Source: an optimization exercise on an open RTL-to-GDS flow (aim: small area, a short achievable clock period and few clock cycles per item). Production flows keep margins and buffers that such runs may drop. At most, simulation tests tie the RTL to the original design; equivalence was not proved.

Design pyjamask96, start of the top module:
module pyjamask96(
    input clk,
    input reset_n,
    input load,
    input start,
    input [7:0] byte_in,
    input [7:0] byte_key_in,
    output reg valid,
    output reg [7:0] byte_out
    );
Size: roughly 2,000 cells after synthesis, roughly 0.021 mm² of cells after synthesis.
==> flow/config.mk <==
export PLATFORM = sky130hd
export DESIGN_NAME = pyjamask96
export DESIGN_NICKNAME = pyjamask96
export VERILOG_FILES = /design/flow/design.v
export SDC_FILE = /design/flow/constraint.sdc
export NUM_CORES = 4
export LEC_CHECK = 0
export CAP_MARGIN = 20
export CORE_MARGIN = 2
export CORE_UTILIZATION = 40
export PLACE_DENSITY = 0.6
export SETUP_SLACK_MARGIN = 5
export SLEW_MARGIN = 20
==> flow/constraint.sdc <==
create_clock -name core_clock -period 8.0 [get_ports {clk}]
set_input_delay 1.6000 -clock core_clock [delete_from_list [all_inputs] [get_ports {clk}]]
set_output_delay 1.6000 -clock core_clock [all_outputs]
set_load 0.01 [all_outputs]
standard.sh (not shown) runs the stock make flow with config.mk's settings and CLKGATE_MAP_FILE= SYNTH_SCRIPT=/design/flow/synth_recipe.tcl, a recipe that flattens the netlist after the stock synthesis.
==> flow/flow/run.sh <==
#!/bin/bash
set -euo pipefail
bash standard.sh SETUP_SLACK_MARGIN=5.4 finish > orfs_make.log 2>&1
The baseline completed with no timing, DRC or antenna violations.
Testbench counts at the start, summed over its fixed seeds: cycles 8,064, blocks 192.
Rerun with:
==> flow/flow/run.sh (replaced) <==
#!/bin/bash
set -euo pipefail
bash standard.sh SETUP_SLACK_MARGIN=5.7 finish > orfs_make.log 2>&1
Final area rose by about 22%.
Routed wire length rose by 23%.
Clock-buffer cell count came out lower by 3.
Hold slack improved by 0.0098 ns.
Worst setup slack gets worse by 0.23 ns.
Via count rises by about 16%.

========
Another version of the RTL of pyjamask96 (not shown whole).
Size: about 250 flip-flops.
==> flow/config.mk <==
export PLATFORM = sky130hd
export DESIGN_NAME = pyjamask96
export DESIGN_NICKNAME = pyjamask96
export VERILOG_FILES = /design/flow/design.v
export SDC_FILE = /design/flow/constraint.sdc
export NUM_CORES = 4
export LEC_CHECK = 0
export CAP_MARGIN = 20
export CORE_MARGIN = 2
export CORE_UTILIZATION = 40
export CTS_CLUSTER_DIAMETER = 100
export CTS_CLUSTER_SIZE = 30
export PLACE_DENSITY = 0.75
export SETUP_SLACK_MARGIN = 5
export SLEW_MARGIN = 20
export TNS_END_PERCENT = 5
==> flow/constraint.sdc <==
create_clock -name core_clock -period 8.0 [get_ports {clk}]
set_input_delay 1.6000 -clock core_clock [delete_from_list [all_inputs] [get_ports {clk}]]
set_output_delay 1.6000 -clock core_clock [all_outputs]
set_load 0.01 [all_outputs]
==> flow/flow/run.sh <==
#!/bin/bash
set -euo pipefail
MARGIN=5.4
NOX3=1
PLATFORM_DONT_USE=$(sed -n '/^export DONT_USE_CELLS += \\/,/[^\\]$/p' "$FLOW_HOME/platforms/sky130hd/config.mk" | grep -o 'sky130_fd_sc_hd__[a-z0-9_]*' | tr '\n' ' ')
EXTRA=()
if [[ $NOX3 == 1 ]]; then
  EXTRA+=("DONT_USE_CELLS=$PLATFORM_DONT_USE sky130_fd_sc_hd__xor3_1 sky130_fd_sc_hd__xor3_2 sky130_fd_sc_hd__xor3_4 sky130_fd_sc_hd__xnor3_1 sky130_fd_sc_hd__xnor3_2 sky130_fd_sc_hd__xnor3_4")
fi
bash standard.sh "${EXTRA[@]}" SETUP_SLACK_MARGIN=$MARGIN finish > orfs_make.log 2>&1
The baseline finished with timing, DRC and antenna clean.
Testbench counts at the start, summed over its fixed seeds: cycles 8,256, blocks 192.
Edit:
--- a/flow/flow/run.sh
+++ b/flow/flow/run.sh
@@ -1,5 +1,5 @@
 #!/bin/bash
 set -euo pipefail
-MARGIN=5.4
+MARGIN=5.5
 NOX3=1
 PLATFORM_DONT_USE=$(sed -n '/^export DONT_USE_CELLS += \\/,/[^\\]$/p' "$FLOW_HOME/platforms/sky130hd/config.mk" | grep -o 'sky130_fd_sc_hd__[a-z0-9_]*' | tr '\n' ' ')
Settings changed: PLACE_DENSITY 0.75 to 0.6, TNS_END_PERCENT 5 to not set.
Wire length climbs by 6.4%.
Synthesized area is unchanged.
Cell count goes up by 1.4%.
Die area does not change.
Synthesized cell count does not change.
Design area went up by 7.6%.
Edit:
--- a/flow/flow/run.sh
+++ b/flow/flow/run.sh
@@ -1,5 +1,5 @@
 #!/bin/bash
 set -euo pipefail
-MARGIN=5.5
+MARGIN=5.4
 NOX3=1
 PLATFORM_DONT_USE=$(sed -n '/^export DONT_USE_CELLS += \\/,/[^\\]$/p' "$FLOW_HOME/platforms/sky130hd/config.mk" | grep -o 'sky130_fd_sc_hd__[a-z0-9_]*' | tr '\n' ' ')
Settings changed: CTS_CLUSTER_DIAMETER 100 to not set, CTS_CLUSTER_SIZE 30 to not set.
The changed run went through all stages and came out clean; wire length hardly moves; via count is lower slightly; setup slack gets worse by 0.085 ns; die area stays the same; cell count goes up slightly; final area decreases slightly; non-clock buffer count went down by 16; global-route usage is about the same.
Edit:
--- a/flow/flow/run.sh
+++ b/flow/flow/run.sh
@@ -1,5 +1,5 @@
 #!/bin/bash
 set -euo pipefail
-MARGIN=5.4
+MARGIN=5.45
 NOX3=1
 PLATFORM_DONT_USE=$(sed -n '/^export DONT_USE_CELLS += \\/,/[^\\]$/p' "$FLOW_HOME/platforms/sky130hd/config.mk" | grep -o 'sky130_fd_sc_hd__[a-z0-9_]*' | tr '\n' ' ')
Settings changed: CTS_CLUSTER_DIAMETER set to 100, CTS_CLUSTER_SIZE set to 30, GPL_ROUTABILITY_DRIVEN set to 0, PLACE_DENSITY 0.6 to 0.75.
Outcome: Hold slack degrades by 0.022 ns; critical path depth rose by 7.

========
pyjamask96, a different RTL version from the one above (not shown whole).
For scale: about 230 flip-flops, roughly 29 I/O pins, roughly 21000 um2 of cells after synthesis.
Settings: LEC_CHECK=0, CAP_MARGIN=20, CORE_MARGIN=2, CORE_UTILIZATION=40, PLACE_DENSITY=0.6, SLEW_MARGIN=20; clock period 8.0 ns.
run.sh (not shown) runs the stock make flow with config.mk's settings and CLKGATE_MAP_FILE= SYNTH_SCRIPT=/design/flow/synth_recipe.tcl, a recipe that flattens the netlist after the stock synthesis.
Stock flow here: none of the scripts above is used.
The starting point finished with timing, DRC and antenna clean.
Then changed:
--- a/flow/config.mk
+++ b/flow/config.mk
@@ -11,2 +11,3 @@
 export PLACE_DENSITY = 0.6
+export SETUP_SLACK_MARGIN = 5
 export SLEW_MARGIN = 20
Effect:
- routed wire length rises by 2.4%
- synthesized area is unchanged
- via count went up by 1.9%
- die area does not change
- first-iteration DRC count fell by 8.4%
- fmax came out higher by 18%
- worst setup slack gets better by 0.56 ns
- register-to-register slack is better by 0.56 ns
- clock-buffer cell count went up by 2
No run of this note included a check of the RTL's function; only the layout flow was run.

[separate check: timing with driven ports]
The flow's constraints put no driver on any port. The routed layouts listed below were extracted and timed again, unchanged, in two steps. Step 1, drivers: a clkbuf_16 drives clk and a buf_2 each remaining input, both assumed. Step 2 times the ports against the registers' clock, not the clock port: input delays grow and output delays shrink by t, the midpoint of the rising clock arrivals with the driver on. Slacks: ideal ports / drivers / drivers and shift; pairs: ideal ports / drivers.
run	t, ns	setup WS [ns]	worst setup path after step 2	clock arrival spread, ns	slew at the worst register clock pin (ns)
the first run of note 1	0.627	5.195 / 5.195 / 4.661	input to register	0.026 / 0.026	0.07 / 0.07
the second run of note 1	0.649	4.970 / 4.983 / 4.334	input to register	0.026 / 0.025	0.08 / 0.08
the first run of note 2	0.583	5.222 / 5.222 / 5.032	input to register	0.023 / 0.023	0.12 / 0.12
the second run of note 2	0.583	5.401 / 5.344 / 5.138	input to register	0.039 / 0.039	0.12 / 0.12
the third run of note 2	0.663	5.316 / 5.260 / 5.053	input to register	0.019 / 0.019	0.07 / 0.07
the fourth run of note 2	0.570	5.289 / 5.289 / 5.101	input to register	0.057 / 0.058	0.12 / 0.12
the first run of note 3	0.643	4.356 / 4.356 / 4.356	register to register	0.035 / 0.035	0.07 / 0.07
the second run of note 3	0.639	4.913 / 4.913 / 4.913	register to register	0.026 / 0.027	0.07 / 0.07
After both steps every run listed still meets setup and hold. For the second run of note 1, which loses most, drivers alone change the setup slack by +0.013 ns; drivers and shift together by -0.636 ns.
